What follows belongs to an exercise in optimizing a design on an open flow for small area, a short achievable clock period and few clock cycles per item; a production flow would make more cautious choices.
In this exercise RTL edits were held to simulation tests only and were not proved equivalent to the original.

==> flow/design.v (excerpt) <==
module sigmoid_unit (
    input  wire               clk,
    input  wire               rst,
    input  wire               in_valid,
    input  wire signed [15:0] net_in,
    output wire               out_valid,
    output wire signed [31:0] f_net,
    output wire signed [31:0] x,
    output wire signed [31:0] y,
    output wire signed [31:0] z
);
reg [15:0] net_q;
reg        v0;
always @(posedge clk) begin
    net_q <= net_in;
    v0    <= in_valid & ~rst;
end
wire        s0 = net_q[15];
wire [15:0] d0 = ((net_q ^ {16{s0}}) + {15'd0, s0} + 16'd1000);
wire [10:0] tk9 = 11'd1953;
wire [10:0] df9;
wire        ge9;
pfx_row_h3_11_11 row9 (.t(tk9), .d(d0[10:0]), .hz(~|d0[15:11]), .ge(ge9), .r(df9));
wire [10:0] tr9 = df9;
wire [11:0] tk8 = {tr9, 1'b0};
wire [11:0] df8;
wire        ge8;
pfx_row_h3_12_12 row8 (.t(tk8), .d(d0[11:0]), .hz(~|d0[15:12]), .ge(ge8), .r(df8));
wire [11:0] tr8 = df8;
wire [12:0] tk7 = {tr8, 1'b0};
wire [12:0] df7;
wire        ge7;
pfx_row_h3_13_13 row7 (.t(tk7), .d(d0[12:0]), .hz(~|d0[15:13]), .ge(ge7), .r(df7));
wire [12:0] tr7 = df7;
wire [13:0] tk6 = {tr7, 1'b0};
wire [13:0] df6;
wire        ge6;
pfx_row_h3_14_14 row6 (.t(tk6), .d(d0[13:0]), .hz(~|d0[15:14]), .ge(ge6), .r(df6));
wire [13:0] tr6 = df6;
wire [14:0] tk5 = {tr6, 1'b1};
wire [14:0] df5;
wire        ge5;
pfx_row_h3_15_15 row5 (.t(tk5), .d(d0[14:0]), .hz(~|d0[15:15]), .ge(ge5), .r(df5));
wire [14:0] tr5 = df5;
reg [15:0] d1;
reg        s1;
reg        v1;
reg [14:0] t1;
reg        q9_1;
reg        q8_1;
reg        q7_1;
reg        q6_1;
reg        q5_1;
always @(posedge clk) begin
    d1 <= d0;
    s1 <= s0;
    v1 <= v0 & ~rst;
    t1 <= tr5;
    q9_1 <= ge9;
    q8_1 <= ge8;
    q7_1 <= ge7;
    q6_1 <= ge6;
  ...
For scale: about 1500 cells after synthesis, ~11000 um2 of cells after synthesis.
==> flow/config.mk <==
export PLATFORM = sky130hd
export DESIGN_NAME = sigmoid_unit
export DESIGN_NICKNAME = sigmoid_unit
export VERILOG_FILES = /design/flow/design.v
export SDC_FILE = /design/flow/constraint.sdc
export NUM_CORES = 4
export LEC_CHECK = 0
export ABC_AREA = 1
export CAP_MARGIN = 20
export CORE_MARGIN = 2
export CORE_UTILIZATION = 40
export CTS_BUF_LIST = sky130_fd_sc_hd__clkbuf_4 sky130_fd_sc_hd__clkbuf_8
export SLEW_MARGIN = 20
==> flow/constraint.sdc <==
create_clock -name core_clock -period 62.0 [get_ports {clk}]
set_input_delay 12.4000 -clock core_clock [delete_from_list [all_inputs] [get_ports {clk}]]
set_output_delay 12.4000 -clock core_clock [all_outputs]
set_load 0.01 [all_outputs]
standard.sh (not shown) runs the stock make flow with config.mk's settings and CLKGATE_MAP_FILE= SYNTH_SCRIPT=/design/flow/synth_recipe.tcl, a recipe that flattens the netlist after the stock synthesis.
==> flow/flow/run.sh <==
#!/bin/bash
set -euo pipefail
export BUFFER_PORTS_ARGS="-buffer_cell sky130_fd_sc_hd__buf_1"
export SKIP_REPAIR_TIE_FANOUT=1
export SETUP_SLACK_MARGIN=49.3
bash standard.sh > standard.log 2>&1
The first run finished with timing, DRC and antenna clean.
Testbench counts at the start, summed over its fixed seeds: cycles 16,024, items 16,000.
Change:
==> flow/flow/run.sh (replaced) <==
#!/bin/bash
set -euo pipefail
export BUFFER_PORTS_ARGS="-buffer_cell sky130_fd_sc_hd__buf_1"
# one tie cell drives all constant outputs
export SKIP_REPAIR_TIE_FANOUT=1
bash standard.sh > standard.log 2>&1
--- a/flow/config.mk
+++ b/flow/config.mk
@@ -10,3 +10,3 @@
 export CORE_MARGIN = 2
-export CORE_UTILIZATION = 40
+export CORE_UTILIZATION = 60
 export CTS_BUF_LIST = sky130_fd_sc_hd__clkbuf_4 sky130_fd_sc_hd__clkbuf_8
Result: Worst setup slack degrades by 0.065 ns; final area went down by 6.9%; worst hold slack improves by 0.011 ns; maximum frequency went down by 0.49%.
Change:
--- a/flow/flow/run.sh
+++ b/flow/flow/run.sh
@@ -5,2 +5,4 @@
 export SKIP_REPAIR_TIE_FANOUT=1
+# stronger flip-flops where one drives several output buffers
+export POST_GLOBAL_PLACE_TCL=$PWD/flow/upsize_out_ff.tcl UPSIZE_FF4_MIN=4 UPSIZE_FF2_MIN=99
 bash standard.sh > standard.log 2>&1
==> flow/flow/upsize_out_ff.tcl (new file) <==
# Give the flip-flops that drive several output-port buffers (the copies of
# the sign bits, and the z bits that also drive f_net) a stronger drive.
set block [ord::get_db_block]
set n_up 0
foreach inst [$block getInsts] {
  if {[[$inst getMaster] getName] ne "sky130_fd_sc_hd__dfxtp_1"} { continue }
  set q [$inst findITerm Q]
  set net [$q getNet]
  if {$net eq "NULL"} { continue }
  set nout 0
  foreach it [$net getITerms] {
    if {[string match "output*" [[$it getInst] getName]]} { incr nout }
  }
  if {$nout >= $::env(UPSIZE_FF4_MIN)} {
    replace_cell [$inst getName] sky130_fd_sc_hd__dfxtp_4
    incr n_up
  } elseif {$nout >= $::env(UPSIZE_FF2_MIN)} {
    replace_cell [$inst getName] sky130_fd_sc_hd__dfxtp_2
    incr n_up
  }
}
puts "upsize_out_ff: resized $n_up flip-flops"
--- a/flow/config.mk
+++ b/flow/config.mk
@@ -10,3 +10,3 @@
 export CORE_MARGIN = 2
-export CORE_UTILIZATION = 60
+export CORE_UTILIZATION = 40
 export CTS_BUF_LIST = sky130_fd_sc_hd__clkbuf_4 sky130_fd_sc_hd__clkbuf_8
Effect: Die area went up by 48%; routed wire length went down by 6.2%; final cell count went up by 8.7%; synthesized area does not change; synthesized cell count does not change; global-route usage went down by 9.0 points; worst hold slack is worse by 0.0089 ns; worst setup slack is better by 0.074 ns.
Change:
==> flow/flow/run.sh (replaced) <==
#!/bin/bash
set -euo pipefail
export BUFFER_PORTS_ARGS="-buffer_cell sky130_fd_sc_hd__buf_1"
# one tie cell drives all constant outputs
export SKIP_REPAIR_TIE_FANOUT=1
bash standard.sh > standard.log 2>&1
--- a/flow/config.mk
+++ b/flow/config.mk
@@ -11,3 +11,3 @@
 export CORE_UTILIZATION = 40
-export CTS_BUF_LIST = sky130_fd_sc_hd__clkbuf_4 sky130_fd_sc_hd__clkbuf_8
+export CTS_BUF_LIST = sky130_fd_sc_hd__clkbuf_2 sky130_fd_sc_hd__clkbuf_4 sky130_fd_sc_hd__clkbuf_8
 export SLEW_MARGIN = 20
removed: flow/flow/upsize_out_ff.tcl
=> Via count barely changes; synthesized cell count is unchanged; hold slack barely changes; synthesized area does not change; fmax stays flat; clock-buffer cell count came out higher by 1; flip-flop and latch count stays the same; core utilization came out lower by 0.19 points.
Change:
==> flow/flow/run.sh (replaced) <==
#!/bin/bash
set -euo pipefail
export BUFFER_PORTS_ARGS="-buffer_cell sky130_fd_sc_hd__buf_1"
bash standard.sh > standard.log 2>&1
--- a/flow/config.mk
+++ b/flow/config.mk
@@ -11,3 +11,2 @@
 export CORE_UTILIZATION = 40
-export CTS_BUF_LIST = sky130_fd_sc_hd__clkbuf_2 sky130_fd_sc_hd__clkbuf_4 sky130_fd_sc_hd__clkbuf_8
 export SLEW_MARGIN = 20
Outcome: Setup slack improved by 0.037 ns; first-iteration DRC count drops by about 3.6%; design area climbs by 2.2%; worst hold slack is about the same; area after synthesis is unchanged; routed wire length climbs by about 2.2%; flip-flop and latch count does not change.
Change:
==> flow/flow/run.sh (replaced) <==
#!/bin/bash
set -euo pipefail
export BUFFER_PORTS_ARGS="-buffer_cell sky130_fd_sc_hd__buf_1"

bash standard.sh > standard.log 2>&1
--- a/flow/config.mk
+++ b/flow/config.mk
@@ -11,2 +11,3 @@
 export CORE_UTILIZATION = 40
+export CTS_BUF_LIST = sky130_fd_sc_hd__clkbuf_4 sky130_fd_sc_hd__clkbuf_8
 export SLEW_MARGIN = 20
What happened: Via count falls by 0.49%; wire length barely changes; worst hold slack gains 0.0053 ns; sequential cell count stays the same; critical path depth stays the same.

what the ideal ports hide:
The flow's constraints put no driver on any port. The routed layouts listed below were extracted and timed again, unchanged, in two steps.
Step 1: set_driving_cell puts a clkbuf_16 on clk and a buf_2 on each other input, an assumption about the parent block.
Step 2 adds t to the input delays and takes it off the output delays; t is the mean of the earliest and latest rising clock arrival at the registers after step 1. Input paths then give back, and output paths get back, about the clock's delay inside the block.
Three values: no drivers, after step 1, after step 2; two values: the first two.
run | t, ns | setup WS [ns] | worst data-port slew with drivers (ns)
the first run | 0.442 | 48.681 / 48.640 / 49.082 | 0.03
the second run | 0.434 | 48.616 / 48.581 / 49.015 | 0.04
the third run | 0.424 | 48.690 / 48.650 / 49.075 | 0.03
the fourth run | 0.424 | 48.659 / 48.619 / 49.043 | 0.03
the fifth run | 0.390 | 48.695 / 48.654 / 49.043 | 0.03
the sixth run | 0.416 | 48.658 / 48.621 / 49.037 | 0.03
After both steps every run listed still meets setup and hold.
